Background: an optimization exercise with open tools, aiming at small area and a short achievable clock period. Do not read the settings as production practice.
Only simulation tests tie the RTL to the original design; equivalence was not proved.
Power and IR drop assume default switching activity.

// lru_cache_4way
module lru_cache_4way #(
    parameter DEPTH       = 32,     
    parameter WAYS        = 4,      
    parameter TAG_BITS    = 31,
    parameter BLOCK_SIZE  = 8
)(
    input  logic clk,
    input  logic rst_n,
    input  logic wr_en,
    input  logic rd_en,
    input  logic [31:0] addr,               
    input  logic [BLOCK_SIZE-1:0] data_in,
    output logic [BLOCK_SIZE-1:0] data_out,
    output logic [BLOCK_SIZE-1:0] data_evicted,
    output logic                  data_evict_en
);
    localparam NUM_SETS   = DEPTH / WAYS;    
    localparam INDEX_BITS = $clog2(NUM_SETS);
    localparam WAY_BITS   = $clog2(WAYS);
    localparam STAG_BITS  = 32 - INDEX_BITS;   
    function automatic logic gt2(input logic [1:0] a, input logic [1:0] b);
        gt2 = (a[1] & ~b[1]) | ((a[1] | ~b[1]) & a[0] & ~b[0]);
    endfunction
    function automatic logic [1:0] inc2(input logic [1:0] a);
        inc2 = {a[1] ^ a[0], ~a[0]};
    endfunction
    logic [STAG_BITS-1:0]  line_tag   [NUM_SETS-1:0][WAYS-1:0];
    logic [BLOCK_SIZE-1:0] line_value [NUM_SETS-1:0][WAYS-1:0];
    logic                  line_valid [NUM_SETS-1:0][WAYS-1:0];
    logic [WAY_BITS-1:0]   line_lru   [NUM_SETS-1:0][WAYS-1:0];   
    logic                  pend;        
    logic                  pend_miss;   
    logic                  pend_acc;    
    logic [INDEX_BITS-1:0] pend_set;
    logic [WAYS-1:0]       pend_way;    
    logic [STAG_BITS-1:0]  pend_tag;    
    logic [BLOCK_SIZE-1:0] pend_value;
    logic [INDEX_BITS-1:0] idx;
    logic [STAG_BITS-1:0]  atag;
    assign idx  = addr[INDEX_BITS-1:0];
    assign atag = addr[31:INDEX_BITS];
  ...
export LEC_CHECK = 0
export CAP_MARGIN = 20
export CORE_MARGIN = 2
export CORE_UTILIZATION = 60
export CTS_CLUSTER_DIAMETER = 80
export CTS_CLUSTER_SIZE = 25
export SETUP_SLACK_MARGIN = 3.0
export SLEW_MARGIN = 20
export SYNTH_HIERARCHICAL = 1
create_clock -name core_clock -period 5.6 [get_ports {clk}]
standard.sh (not shown) runs the stock make flow with config.mk's settings and CLKGATE_MAP_FILE= SYNTH_SCRIPT=/design/flow/synth_recipe.tcl, a recipe that flattens the netlist after the stock synthesis.
==> flow/flow/run.sh <==
#!/bin/bash
# Standard ORFS layout with two resizer settings changed: the port buffers are
# buf_4 cells, and timing repair may swap a cell for one of another footprint.
set -euo pipefail
cd "$(dirname "$0")/.."
bash standard.sh synth > synth.log 2>&1
bash standard.sh MATCH_CELL_FOOTPRINT=0 "BUFFER_PORTS_ARGS=-buffer_cell sky130_fd_sc_hd__buf_4" finish > layout.log 2>&1
Change:
--- a/flow/design.v
+++ b/flow/design.v
@@ -20,14 +20,26 @@
     localparam STAG_BITS  = 32 - INDEX_BITS;   
     function automatic logic gt2(input logic [1:0] a, input logic [1:0] b);
         gt2 = (a[1] & ~b[1]) | ((a[1] | ~b[1]) & a[0] & ~b[0]);
     endfunction
     function automatic logic [1:0] inc2(input logic [1:0] a);
         inc2 = {a[1] ^ a[0], ~a[0]};
     endfunction
+    function automatic logic [3:0] lru_onehot(input logic [1:0] c0, input logic [1:0] c1,
+                                              input logic [1:0] c2, input logic [1:0] c3);
+        logic [1:0] L [4];
+        L[0] = c0; L[1] = c1 ^ 2'd1; L[2] = c2 ^ 2'd2; L[3] = c3 ^ 2'd3;
+        for (int w = 0; w < 4; w++) begin
+            lru_onehot[w] = 1'b1;
+            for (int j = 0; j < 4; j++) begin
+                if (j < w && !gt2(L[w], L[j])) lru_onehot[w] = 1'b0;
+                if (j > w &&  gt2(L[j], L[w])) lru_onehot[w] = 1'b0;
+            end
+        end
+    endfunction
     logic [STAG_BITS-1:0]  line_tag   [NUM_SETS-1:0][WAYS-1:0];
     logic [BLOCK_SIZE-1:0] line_value [NUM_SETS-1:0][WAYS-1:0];
     logic                  line_valid [NUM_SETS-1:0][WAYS-1:0];
     logic [WAY_BITS-1:0]   line_lru   [NUM_SETS-1:0][WAYS-1:0];   
     logic                  pend;        
     logic                  pend_miss;   
     logic                  pend_acc;    
@@ -59,53 +71,46 @@
             .sel(sdec), .d(lines), .y(rd));
         assign {set_lru[w], set_valid[w], set_value[w], set_tag[w]} = rd;
     end
     logic            pend_hit_set;
     logic [WAYS-1:0] byp;
     assign pend_hit_set = pend & (pend_set == idx);
     assign byp = {WAYS{pend_hit_set}} & pend_way;
-    logic                lk_valid [WAYS-1:0];
-    logic [WAY_BITS-1:0] lk_lru   [WAYS-1:0];
-    logic                lru_byp;
-    assign lru_byp = pend_acc & (pend_set == idx);
-    always_comb
-        for (int w = 0; w < WAYS; w++) begin
+    logic lk_valid [WAYS-1:0];
+    always_comb
+        for (int w = 0; w < WAYS; w++)
             lk_valid[w] = set_valid[w] | (byp[w] & pend_miss);
-            if (lru_byp)
-                lk_lru[w] = pend_way[w] ? WAY_BITS'(w) : inc2(set_lru[w] ^ WAY_BITS'(w)) ^ WAY_BITS'(w);
-            else
-                lk_lru[w] = set_lru[w];
-        end
     logic            pend_eq;
     logic [WAYS-1:0] line_eq, hv;
     logic hit;
     assign pend_eq = (pend_tag == atag);
     always_comb
         for (int w = 0; w < WAYS; w++) begin
             line_eq[w] = (set_tag[w] == atag);
             hv[w] = lk_valid[w] && (byp[w] ? pend_eq : line_eq[w]);
         end
     assign hit = |hv;
     logic [BLOCK_SIZE-1:0] eff_value [WAYS-1:0];
     always_comb
         for (int w = 0; w < WAYS; w++)
             eff_value[w] = byp[w] ? pend_value : set_value[w];
-    logic [WAY_BITS-1:0] L [WAYS-1:0];
-    always_comb
-        for (int w = 0; w < WAYS; w++)
-            L[w] = lk_lru[w] ^ WAY_BITS'(w);
-    logic [WAYS-1:0] lv;
+    logic [WAY_BITS-1:0] pset_lru [WAYS-1:0];    
     always_comb
         for (int w = 0; w < WAYS; w++) begin
-            lv[w] = 1'b1;
-            for (int j = 0; j < WAYS; j++) begin
-                if (j < w && !gt2(L[w], L[j])) lv[w] = 1'b0;
-                if (j > w &&  gt2(L[j], L[w])) lv[w] = 1'b0;
-            end
-        end
+            pset_lru[w] = '0;
+            for (int s = 0; s < NUM_SETS; s++)
+                if (pend_set == s[INDEX_BITS-1:0]) pset_lru[w] = line_lru[s][w];
+            pset_lru[w] = pend_way[w] ? WAY_BITS'(w) : inc2(pset_lru[w] ^ WAY_BITS'(w)) ^ WAY_BITS'(w);
+        end
+    logic [WAYS-1:0] pend_lv, set_lv, lv;
+    logic            lru_byp;
+    assign pend_lv = lru_onehot(pset_lru[0], pset_lru[1], pset_lru[2], pset_lru[3]);
+    assign set_lv  = lru_onehot(set_lru[0], set_lru[1], set_lru[2], set_lru[3]);
+    assign lru_byp = pend_acc & (pend_set == idx);
+    assign lv = lru_byp ? pend_lv : set_lv;
     logic [WAYS-1:0] sel;
     assign sel = hit ? hv : lv;
     logic [BLOCK_SIZE-1:0] hit_value, lru_value;
     logic                  lru_valid;
     always_comb begin
         hit_value = '0;
         lru_value = '0;
Non-clock buffer count is higher by 32.
Global-route usage is higher by 0.42 points.
Synthesized area is higher by 1.2%.
Clock power is higher by about 1%.
Die area is higher by 1.2%.
Sequential cell count stays the same.
Design area is higher by 2.0%.

[port drivers added, routing unchanged]
No port has a modelled driver above. Below, the same layouts with a new extraction and two added sets of constraints.
Step 1 sets driving cells, clkbuf_16 on the clock port and buf_2 on the other inputs (assumed; they add their load-dependent delay and slew).
Step 2 also shifts input and output timing later by t, the mid clock arrival at the registers, as if the neighbouring blocks saw the same clock.
Slacks: no drivers / after step 1 / after step 2; pairs: no drivers / after step 1.
run	shift t [ns]	setup WS [ns]	hold WS [ns]	latest minus earliest clock arrival (ns)	cell pins on the clock port's net
the first run	0.778	1.896 / 1.841 / 1.064	0.479 / 0.467 / 0.479	0.027 / 0.027	1
the second run	0.791	1.807 / 1.727 / 0.936	0.394 / 0.365 / 0.486	0.027 / 0.026	1
After both steps setup and hold are still met in every run listed. For the second run, which loses most, drivers alone change the setup slack by -0.080 ns; drivers and shift together by -0.871 ns.
